What follows belongs to an exercise in optimizing a design on an open flow for small area, a short achievable clock period and few clock cycles; a production flow would make more cautious choices.
RTL that was checked went through simulation tests only; none was proved equivalent to the original.

==> inputs of job 2855 <==
==> flow/design.v (excerpt) <==
module mvm #(
  parameter IWIDTH = 8,
  parameter OWIDTH = 32,
  parameter MEM_DATAW = IWIDTH * 8,
  parameter VEC_MEM_DEPTH = 4,
  parameter VEC_ADDRW = $clog2(VEC_MEM_DEPTH),
  parameter MAT_MEM_DEPTH = 8,
  parameter MAT_ADDRW = $clog2(MAT_MEM_DEPTH),
  parameter NUM_OLANES = 4
)(
  input  logic                   clk,
  input  logic                   rst,
  input  logic [MEM_DATAW-1:0]   i_vec_wdata,
  input  logic [VEC_ADDRW-1:0]   i_vec_waddr,
  input  logic                   i_vec_wen,
  input  logic [MEM_DATAW-1:0]   i_mat_wdata,
  input  logic [MAT_ADDRW-1:0]   i_mat_waddr,
  input  logic [NUM_OLANES-1:0]  i_mat_wen,
  input  logic                   i_start,
  input  logic [VEC_ADDRW-1:0]   i_vec_start_addr,
  input  logic [VEC_ADDRW:0]     i_vec_num_words,
  input  logic [MAT_ADDRW-1:0]   i_mat_start_addr,
  input  logic [MAT_ADDRW:0]     i_mat_num_rows_per_olane,
  output logic                   o_busy,
  output logic [NUM_OLANES*OWIDTH-1:0] o_result,
  output logic                   o_valid
);
  logic [VEC_MEM_DEPTH-1:0] vec_rsel;
  logic [MAT_MEM_DEPTH-1:0] mat_rsel;
  logic issue, first, last;
  ctrl ctrl_inst (
    .clk(clk), .rst(rst), .start(i_start),
    .vec_start_addr(i_vec_start_addr), .vec_num_words(i_vec_num_words),
    .mat_start_addr(i_mat_start_addr), .mat_num_rows_per_olane(i_mat_num_rows_per_olane),
    .vec_rsel(vec_rsel), .mat_rsel(mat_rsel),
    .issue(issue), .first(first), .last(last), .busy(o_busy)
  );
  logic [4:1] v_r, first_r, last_r;
  always_ff @(posedge clk) begin
    if (rst) begin
      v_r     <= '0;
  ...
==> module ctrl, before the edit <==
module ctrl (
  input  logic       clk,
  input  logic       rst,
  input  logic       start,
  input  logic [1:0] vec_start_addr,
  input  logic [2:0] vec_num_words,
  input  logic [2:0] mat_start_addr,
  input  logic [3:0] mat_num_rows_per_olane,
  output logic [3:0] vec_rsel,    
  output logic [7:0] mat_rsel,    
  output logic       issue,
  output logic       first,
  output logic       last,
  output logic       busy
);
  logic [3:0] vs;       
  logic [2:0] wm1;      
  logic [2:0] col;      
  logic [3:0] rows;     
  logic       act;
  wire accept  = start & ~busy;
  wire row_end = (col == wm1);
  wire job_end = row_end & (rows == 4'd0);
  logic       act_n;
  logic [2:0] col_n, wm1_n;
  logic [3:0] rows_n;
  always_comb begin
    act_n  = act;
    col_n  = col;
    rows_n = rows;
    wm1_n  = wm1;
    if (accept) begin
      act_n  = 1'b1;
      col_n  = 3'd0;
      rows_n = mat_num_rows_per_olane - 4'd1;
      wm1_n  = vec_num_words - 3'd1;
    end else if (act) begin
      if (row_end) begin
        col_n  = 3'd0;
        rows_n = rows - 4'd1;
        act_n  = ~job_end;
      end else begin
        col_n  = col + 3'd1;
      end
    end
  end
  always_ff @(posedge clk) begin
    if (rst) begin
      act  <= 1'b0;
      busy <= 1'b0;
    end else begin
      act  <= act_n;
      busy <= accept | (act_n & ~((col_n == wm1_n) & (rows_n == 4'd0)));
    end
    col  <= col_n;
    rows <= rows_n;
    wm1  <= wm1_n;
    if (accept) begin
      vs       <= 4'd1 << vec_start_addr;
      vec_rsel <= 4'd1 << vec_start_addr;
      mat_rsel <= 8'd1 << mat_start_addr;
    end else if (act) begin
      mat_rsel <= {mat_rsel[6:0], mat_rsel[7]};
      vec_rsel <= row_end ? vs : {vec_rsel[2:0], vec_rsel[3]};
    end
  end
  assign issue = act;
  assign first = (col == 3'd0);
  assign last  = row_end;
endmodule
==> module mvm, before the edit <==
module mvm #(
  parameter IWIDTH = 8,
  parameter OWIDTH = 32,
  parameter MEM_DATAW = IWIDTH * 8,
  parameter VEC_MEM_DEPTH = 4,
  parameter VEC_ADDRW = $clog2(VEC_MEM_DEPTH),
  parameter MAT_MEM_DEPTH = 8,
  parameter MAT_ADDRW = $clog2(MAT_MEM_DEPTH),
  parameter NUM_OLANES = 4
)(
  input  logic                   clk,
  input  logic                   rst,
  input  logic [MEM_DATAW-1:0]   i_vec_wdata,
  input  logic [VEC_ADDRW-1:0]   i_vec_waddr,
  input  logic                   i_vec_wen,
  input  logic [MEM_DATAW-1:0]   i_mat_wdata,
  input  logic [MAT_ADDRW-1:0]   i_mat_waddr,
  input  logic [NUM_OLANES-1:0]  i_mat_wen,
  input  logic                   i_start,
  input  logic [VEC_ADDRW-1:0]   i_vec_start_addr,
  input  logic [VEC_ADDRW:0]     i_vec_num_words,
  input  logic [MAT_ADDRW-1:0]   i_mat_start_addr,
  input  logic [MAT_ADDRW:0]     i_mat_num_rows_per_olane,
  output logic                   o_busy,
  output logic [NUM_OLANES*OWIDTH-1:0] o_result,
  output logic                   o_valid
);
  logic [VEC_MEM_DEPTH-1:0] vec_rsel;
  logic [MAT_MEM_DEPTH-1:0] mat_rsel;
  logic issue, first, last;
  ctrl ctrl_inst (
    .clk(clk), .rst(rst), .start(i_start),
    .vec_start_addr(i_vec_start_addr), .vec_num_words(i_vec_num_words),
    .mat_start_addr(i_mat_start_addr), .mat_num_rows_per_olane(i_mat_num_rows_per_olane),
    .vec_rsel(vec_rsel), .mat_rsel(mat_rsel),
    .issue(issue), .first(first), .last(last), .busy(o_busy)
  );
  logic [4:1] v_r, first_r, last_r;
  always_ff @(posedge clk) begin
    if (rst) begin
      v_r     <= '0;
      o_valid <= 1'b0;
    end else begin
      v_r     <= {v_r[3:1], issue};
      o_valid <= v_r[4] & last_r[4];
    end
    first_r <= {first_r[3:1], first};
    last_r  <= {last_r[3:1], last};
  end
  logic [MEM_DATAW-1:0] vec_rd;
  logic [95:0]          vec_booth;
  mem #(.DATAW(MEM_DATAW), .DEPTH(VEC_MEM_DEPTH)) vec_mem_inst (
    .clk(clk), .wdata(i_vec_wdata), .waddr(i_vec_waddr), .wen(i_vec_wen),
    .rsel(vec_rsel), .rdata(vec_rd)
  );
  always_ff @(posedge clk) begin
    for (int e = 0; e < 8; e++) begin
      for (int d = 0; d < 4; d++) begin
        logic hi, mid, lo;
        hi  = vec_rd[8*e + 2*d + 1];
        mid = vec_rd[8*e + 2*d];
        lo  = (d == 0) ? 1'b0 : vec_rd[8*e + 2*d - 1];
        vec_booth[3*(4*e+d)]     <= mid ^ lo;
        vec_booth[3*(4*e+d) + 1] <= (hi & ~mid & ~lo) | (~hi & mid & lo);
        vec_booth[3*(4*e+d) + 2] <= hi;
      end
    end
  end
  genvar k;
  generate
    for (k = 0; k < NUM_OLANES; k = k + 1) begin : OLANE
      logic [MEM_DATAW-1:0] mat_rd, mat_data;
      mem #(.DATAW(MEM_DATAW), .DEPTH(MAT_MEM_DEPTH)) mat_mem_inst (
        .clk(clk), .wdata(i_mat_wdata), .waddr(i_mat_waddr), .wen(i_mat_wen[k]),
        .rsel(mat_rsel), .rdata(mat_rd)
      );
      always_ff @(posedge clk) mat_data <= mat_rd;
      dot8 dot8_inst (
        .clk(clk), .first(first_r[3]), .a(vec_booth), .b(mat_data),
        .result(o_result[k*OWIDTH +: OWIDTH])
      );
    end
  endgenerate
endmodule
==> flow/config.mk <==
export PLATFORM = sky130hd
export DESIGN_NAME = mvm
export DESIGN_NICKNAME = mvm
export VERILOG_FILES = /design/flow/design.v
export SDC_FILE = /design/flow/constraint.sdc
export NUM_CORES = 4
export LEC_CHECK = 0
export ABC_CLOCK_PERIOD_IN_PS = 2800
export CAP_MARGIN = 20
export CORE_MARGIN = 2
export CORE_UTILIZATION = 50
export SETUP_SLACK_MARGIN = 2.6
export SLEW_MARGIN = 20
export SYNTH_HIERARCHICAL = 1
export SYNTH_MINIMUM_KEEP_SIZE = 0
export TNS_END_PERCENT = 10
==> flow/constraint.sdc <==
create_clock -name core_clock -period 5.5 [get_ports {clk}]
set_input_delay 1.1000 -clock core_clock [delete_from_list [all_inputs] [get_ports {clk}]]
set_output_delay 1.1000 -clock core_clock [all_outputs]
set_load 0.01 [all_outputs]
run.sh (not shown) runs the stock make flow with config.mk's settings and CLKGATE_MAP_FILE= SYNTH_SCRIPT=/design/flow/synth_recipe.tcl, a recipe that flattens the netlist after the stock synthesis.
==> inputs of job 7974, as changes to job 2855 <==
--- a/flow/design.v
+++ b/flow/design.v
@@ -37,2 +37,4 @@
   logic [3:0] vs;       
+  logic [3:0] vsel;     
+  logic [7:0] msel;     
   logic [2:0] wm1;      
@@ -44,5 +46,26 @@
   wire job_end = row_end & (rows == 4'd0);
+  wire [3:0] s_vsel = 4'd1 << vec_start_addr;
+  wire [7:0] s_msel = 8'd1 << mat_start_addr;
+  wire [2:0] s_wm1  = vec_num_words - 3'd1;
+  wire [3:0] s_rm1  = mat_num_rows_per_olane - 4'd1;
+  wire       s_rend = (s_wm1 == 3'd0);
+  always_comb begin
+    if (accept) begin
+      issue    = 1'b1;
+      vec_rsel = s_vsel;
+      mat_rsel = s_msel;
+      first    = 1'b1;
+      last     = s_rend;
+    end else begin
+      issue    = act;
+      vec_rsel = vsel;
+      mat_rsel = msel;
+      first    = (col == 3'd0);
+      last     = row_end;
+    end
+  end
   logic       act_n;
   logic [2:0] col_n, wm1_n;
-  logic [3:0] rows_n;
+  logic [3:0] rows_n, vs_n, vsel_n;
+  logic [7:0] msel_n;
   always_comb begin
@@ -52,8 +75,22 @@
     wm1_n  = wm1;
+    vs_n   = vs;
+    vsel_n = vsel;
+    msel_n = msel;
     if (accept) begin
-      act_n  = 1'b1;
-      col_n  = 3'd0;
-      rows_n = mat_num_rows_per_olane - 4'd1;
-      wm1_n  = vec_num_words - 3'd1;
+      wm1_n  = s_wm1;
+      vs_n   = s_vsel;
+      msel_n = {s_msel[6:0], s_msel[7]};
+      if (s_rend) begin
+        col_n  = 3'd0;
+        rows_n = s_rm1 - 4'd1;
+        act_n  = (s_rm1 != 4'd0);
+        vsel_n = s_vsel;
+      end else begin
+        col_n  = 3'd1;
+        rows_n = s_rm1;
+        act_n  = 1'b1;
+        vsel_n = {s_vsel[2:0], s_vsel[3]};
+      end
     end else if (act) begin
+      msel_n = {msel[6:0], msel[7]};
       if (row_end) begin
@@ -62,4 +99,6 @@
         act_n  = ~job_end;
+        vsel_n = vs;
       end else begin
         col_n  = col + 3'd1;
+        vsel_n = {vsel[2:0], vsel[3]};
       end
@@ -73,3 +112,3 @@
       act  <= act_n;
-      busy <= accept | (act_n & ~((col_n == wm1_n) & (rows_n == 4'd0)));
+      busy <= accept | act_n;
     end
@@ -78,14 +117,6 @@
     wm1  <= wm1_n;
-    if (accept) begin
-      vs       <= 4'd1 << vec_start_addr;
-      vec_rsel <= 4'd1 << vec_start_addr;
-      mat_rsel <= 8'd1 << mat_start_addr;
-    end else if (act) begin
-      mat_rsel <= {mat_rsel[6:0], mat_rsel[7]};
-      vec_rsel <= row_end ? vs : {vec_rsel[2:0], vec_rsel[3]};
-    end
+    vs   <= vs_n;
+    vsel <= vsel_n;
+    msel <= msel_n;
   end
-  assign issue = act;
-  assign first = (col == 3'd0);
-  assign last  = row_end;
 endmodule
@@ -2045,3 +2076,2 @@
   logic [MEM_DATAW-1:0] vec_rd;
-  logic [95:0]          vec_booth;
   mem #(.DATAW(MEM_DATAW), .DEPTH(VEC_MEM_DEPTH)) vec_mem_inst (
@@ -2050,3 +2080,4 @@
   );
-  always_ff @(posedge clk) begin
+  logic [95:0] vec_enc;
+  always_comb begin
     for (int e = 0; e < 8; e++) begin
@@ -2057,5 +2088,5 @@
         lo  = (d == 0) ? 1'b0 : vec_rd[8*e + 2*d - 1];
-        vec_booth[3*(4*e+d)]     <= mid ^ lo;
-        vec_booth[3*(4*e+d) + 1] <= (hi & ~mid & ~lo) | (~hi & mid & lo);
-        vec_booth[3*(4*e+d) + 2] <= hi;
+        vec_enc[3*(4*e+d)]     = mid ^ lo;
+        vec_enc[3*(4*e+d) + 1] = (hi & ~mid & ~lo) | (~hi & mid & lo);
+        vec_enc[3*(4*e+d) + 2] = hi;
       end
@@ -2063,2 +2094,9 @@
   end
+  logic [95:0] vec_booth [2];
+  genvar p;
+  generate
+    for (p = 0; p < 2; p = p + 1) begin : VPAIR
+      vreg #(.W(96)) booth_reg_inst (.clk(clk), .d(vec_enc), .q(vec_booth[p]));
+    end
+  endgenerate
   genvar k;
@@ -2073,3 +2111,3 @@
       dot8 dot8_inst (
-        .clk(clk), .first(first_r[3]), .a(vec_booth), .b(mat_data),
+        .clk(clk), .first(first_r[3]), .a(vec_booth[k/2]), .b(mat_data),
         .result(o_result[k*OWIDTH +: OWIDTH])
@@ -2079 +2117,10 @@
 endmodule
+module vreg #(
+  parameter W = 1
+)(
+  input  logic         clk,
+  input  logic [W-1:0] d,
+  output logic [W-1:0] q
+);
+  always_ff @(posedge clk) q <= d;
+endmodule
==> flow/flow/run.sh (new file) <==
#!/bin/bash
# The standard layout, with plain buffers (sky130_fd_sc_hd__buf_4, which the
# resizer may resize) on the ports instead of the resizer's default pick,
# a delay cell. Everything else is the standard.sh unchanged.
set -euo pipefail
bash standard.sh "BUFFER_PORTS_ARGS=-buffer_cell sky130_fd_sc_hd__buf_4" finish > standard.log 2>&1
==> flow/standard.sh (new file) <==
#!/bin/bash
# synth_recipe.tcl (not shown) runs the flow's synth.tcl, then flattens the netlist and writes it again
# the make line also repeats each setting of config.mk as NAME=value (left out here)
make -C /OpenROAD-flow-scripts/flow DESIGN_CONFIG=/design/flow/config.mk WORK_HOME=/design/flow/orfs CLKGATE_MAP_FILE= SYNTH_SCRIPT=/design/flow/synth_recipe.tcl "${@:-finish}"
--- a/flow/config.mk
+++ b/flow/config.mk
@@ -11,3 +11,4 @@
 export CORE_UTILIZATION = 50
-export SETUP_SLACK_MARGIN = 2.6
+export CTS_BUF_LIST = sky130_fd_sc_hd__clkbuf_8
+export SETUP_SLACK_MARGIN = 2.8
 export SLEW_MARGIN = 20
@@ -15,2 +16,2 @@
 export SYNTH_MINIMUM_KEEP_SIZE = 0
-export TNS_END_PERCENT = 10
+export TNS_END_PERCENT = 30
removed: flow/run.sh
==> inputs of job 3556, as changes to job 2855 <==
--- a/flow/design.v
+++ b/flow/design.v
@@ -37,2 +37,4 @@
   logic [3:0] vs;       
+  logic [3:0] vsel;     
+  logic [7:0] msel;     
   logic [2:0] wm1;      
@@ -44,5 +46,26 @@
   wire job_end = row_end & (rows == 4'd0);
+  wire [3:0] s_vsel = 4'd1 << vec_start_addr;
+  wire [7:0] s_msel = 8'd1 << mat_start_addr;
+  wire [2:0] s_wm1  = vec_num_words - 3'd1;
+  wire [3:0] s_rm1  = mat_num_rows_per_olane - 4'd1;
+  wire       s_rend = (s_wm1 == 3'd0);
+  always_comb begin
+    if (accept) begin
+      issue    = 1'b1;
+      vec_rsel = s_vsel;
+      mat_rsel = s_msel;
+      first    = 1'b1;
+      last     = s_rend;
+    end else begin
+      issue    = act;
+      vec_rsel = vsel;
+      mat_rsel = msel;
+      first    = (col == 3'd0);
+      last     = row_end;
+    end
+  end
   logic       act_n;
   logic [2:0] col_n, wm1_n;
-  logic [3:0] rows_n;
+  logic [3:0] rows_n, vs_n, vsel_n;
+  logic [7:0] msel_n;
   always_comb begin
@@ -52,8 +75,22 @@
     wm1_n  = wm1;
+    vs_n   = vs;
+    vsel_n = vsel;
+    msel_n = msel;
     if (accept) begin
-      act_n  = 1'b1;
-      col_n  = 3'd0;
-      rows_n = mat_num_rows_per_olane - 4'd1;
-      wm1_n  = vec_num_words - 3'd1;
+      wm1_n  = s_wm1;
+      vs_n   = s_vsel;
+      msel_n = {s_msel[6:0], s_msel[7]};
+      if (s_rend) begin
+        col_n  = 3'd0;
+        rows_n = s_rm1 - 4'd1;
+        act_n  = (s_rm1 != 4'd0);
+        vsel_n = s_vsel;
+      end else begin
+        col_n  = 3'd1;
+        rows_n = s_rm1;
+        act_n  = 1'b1;
+        vsel_n = {s_vsel[2:0], s_vsel[3]};
+      end
     end else if (act) begin
+      msel_n = {msel[6:0], msel[7]};
       if (row_end) begin
@@ -62,4 +99,6 @@
         act_n  = ~job_end;
+        vsel_n = vs;
       end else begin
         col_n  = col + 3'd1;
+        vsel_n = {vsel[2:0], vsel[3]};
       end
@@ -73,3 +112,3 @@
       act  <= act_n;
-      busy <= accept | (act_n & ~((col_n == wm1_n) & (rows_n == 4'd0)));
+      busy <= accept | act_n;
     end
@@ -78,14 +117,6 @@
     wm1  <= wm1_n;
-    if (accept) begin
-      vs       <= 4'd1 << vec_start_addr;
-      vec_rsel <= 4'd1 << vec_start_addr;
-      mat_rsel <= 8'd1 << mat_start_addr;
-    end else if (act) begin
-      mat_rsel <= {mat_rsel[6:0], mat_rsel[7]};
-      vec_rsel <= row_end ? vs : {vec_rsel[2:0], vec_rsel[3]};
-    end
+    vs   <= vs_n;
+    vsel <= vsel_n;
+    msel <= msel_n;
   end
-  assign issue = act;
-  assign first = (col == 3'd0);
-  assign last  = row_end;
 endmodule
@@ -2045,3 +2076,2 @@
   logic [MEM_DATAW-1:0] vec_rd;
-  logic [95:0]          vec_booth;
   mem #(.DATAW(MEM_DATAW), .DEPTH(VEC_MEM_DEPTH)) vec_mem_inst (
@@ -2050,3 +2080,4 @@
   );
-  always_ff @(posedge clk) begin
+  logic [95:0] vec_enc;
+  always_comb begin
     for (int e = 0; e < 8; e++) begin
@@ -2057,5 +2088,5 @@
         lo  = (d == 0) ? 1'b0 : vec_rd[8*e + 2*d - 1];
-        vec_booth[3*(4*e+d)]     <= mid ^ lo;
-        vec_booth[3*(4*e+d) + 1] <= (hi & ~mid & ~lo) | (~hi & mid & lo);
-        vec_booth[3*(4*e+d) + 2] <= hi;
+        vec_enc[3*(4*e+d)]     = mid ^ lo;
+        vec_enc[3*(4*e+d) + 1] = (hi & ~mid & ~lo) | (~hi & mid & lo);
+        vec_enc[3*(4*e+d) + 2] = hi;
       end
@@ -2063,2 +2094,9 @@
   end
+  logic [95:0] vec_booth [2];
+  genvar p;
+  generate
+    for (p = 0; p < 2; p = p + 1) begin : VPAIR
+      vreg #(.W(96)) booth_reg_inst (.clk(clk), .d(vec_enc), .q(vec_booth[p]));
+    end
+  endgenerate
   genvar k;
@@ -2073,3 +2111,3 @@
       dot8 dot8_inst (
-        .clk(clk), .first(first_r[3]), .a(vec_booth), .b(mat_data),
+        .clk(clk), .first(first_r[3]), .a(vec_booth[k/2]), .b(mat_data),
         .result(o_result[k*OWIDTH +: OWIDTH])
@@ -2079 +2117,10 @@
 endmodule
+module vreg #(
+  parameter W = 1
+)(
+  input  logic         clk,
+  input  logic [W-1:0] d,
+  output logic [W-1:0] q
+);
+  always_ff @(posedge clk) q <= d;
+endmodule
==> flow/flow/run.sh (new file) <==
#!/bin/bash
# The standard layout, with plain buffers (sky130_fd_sc_hd__buf_4, which the
# resizer may resize) on the ports instead of the resizer's default pick,
# a delay cell. Everything else is the standard.sh unchanged.
set -euo pipefail
bash standard.sh "BUFFER_PORTS_ARGS=-buffer_cell sky130_fd_sc_hd__buf_4" finish > standard.log 2>&1
==> flow/standard.sh (new file) <==
#!/bin/bash
# synth_recipe.tcl (not shown) runs the flow's synth.tcl, then flattens the netlist and writes it again
# the make line also repeats each setting of config.mk as NAME=value (left out here)
make -C /OpenROAD-flow-scripts/flow DESIGN_CONFIG=/design/flow/config.mk WORK_HOME=/design/flow/orfs CLKGATE_MAP_FILE= SYNTH_SCRIPT=/design/flow/synth_recipe.tcl "${@:-finish}"
--- a/flow/config.mk
+++ b/flow/config.mk
@@ -10,4 +10,5 @@
 export CORE_MARGIN = 2
-export CORE_UTILIZATION = 50
-export SETUP_SLACK_MARGIN = 2.6
+export CORE_UTILIZATION = 60
+export PLACE_DENSITY = 0.7
+export SETUP_SLACK_MARGIN = 2.75
 export SLEW_MARGIN = 20
@@ -15,2 +16,2 @@
 export SYNTH_MINIMUM_KEEP_SIZE = 0
-export TNS_END_PERCENT = 10
+export TNS_END_PERCENT = 100
removed: flow/run.sh
==> run notes <==
item                                                                job 3556        job 2855        job 7974
Outcome                                                       finished clean  finished clean  finished clean
Slew of the pin with the lowest slew margin                          1118 ps         1343 ps         1202 ps
Post-detailed-placement half-perimeter wirelength                  389900 um       366700 um       406100 um
Critical path depth in cells                                               7               6               7
Initial DRT Pass Iterations                                                6              10               7
Compound-cell area share of the yosys netlist                         12.25%          12.45%          12.25%
Cell count of the worst hold path                                          0               0               1
Maximum number of pins on one net before global-route repair             123             142              87
Final setup margin                                                   2513 ps         2378 ps         2647 ps
Fraction of area in registers                                         51.32%          51.16%          51.11%
F_max                                                              334.8 MHz       320.3 MHz       350.5 MHz
Antenna violations before repair                                          47              57              29
Wirelength, routed                                                 565200 um       523700 um       591700 um
Testbench counts of job 7974, summed over its fixed seeds: cycles 5,340.
Testbench counts of job 3556, summed over its fixed seeds: cycles 5,340.
Only the layout flow was run in job 2855; the RTL was not checked for function there.

static timing again, ports no longer ideal:
The flow's constraints put no driver on any port. The routed layouts listed below were extracted and timed again, unchanged, in two steps.
Step 1, drivers: a clkbuf_16 drives clk and a buf_2 each remaining input, both assumed.
Step 2 adds t to the input delays and takes it off the output delays; t is the mean of the earliest and latest rising clock arrival at the registers after step 1. Input paths then give back, and output paths get back, about the clock's delay inside the block.
Three values: ideal, step 1, step 2; two values: the first two.
run	t (ns)	setup WS [ns]	hold WS [ns]	latest minus earliest clock arrival (ns)
job 2855	1.056	2.378 / 2.378 / 1.474	0.326 / 0.326 / 0.326	0.054 / 0.054
job 7974	1.278	2.647 / 2.604 / 1.692	0.094 / 0.049 / 0.325	0.121 / 0.120
job 3556	1.036	2.513 / 2.513 / 1.987	0.311 / 0.242 / 0.311	0.138 / 0.139
After both steps setup and hold are still met in every run listed. The setup slack of job 7974, which loses most, moves by -0.043 ns with the drivers and by -0.955 ns with both steps.
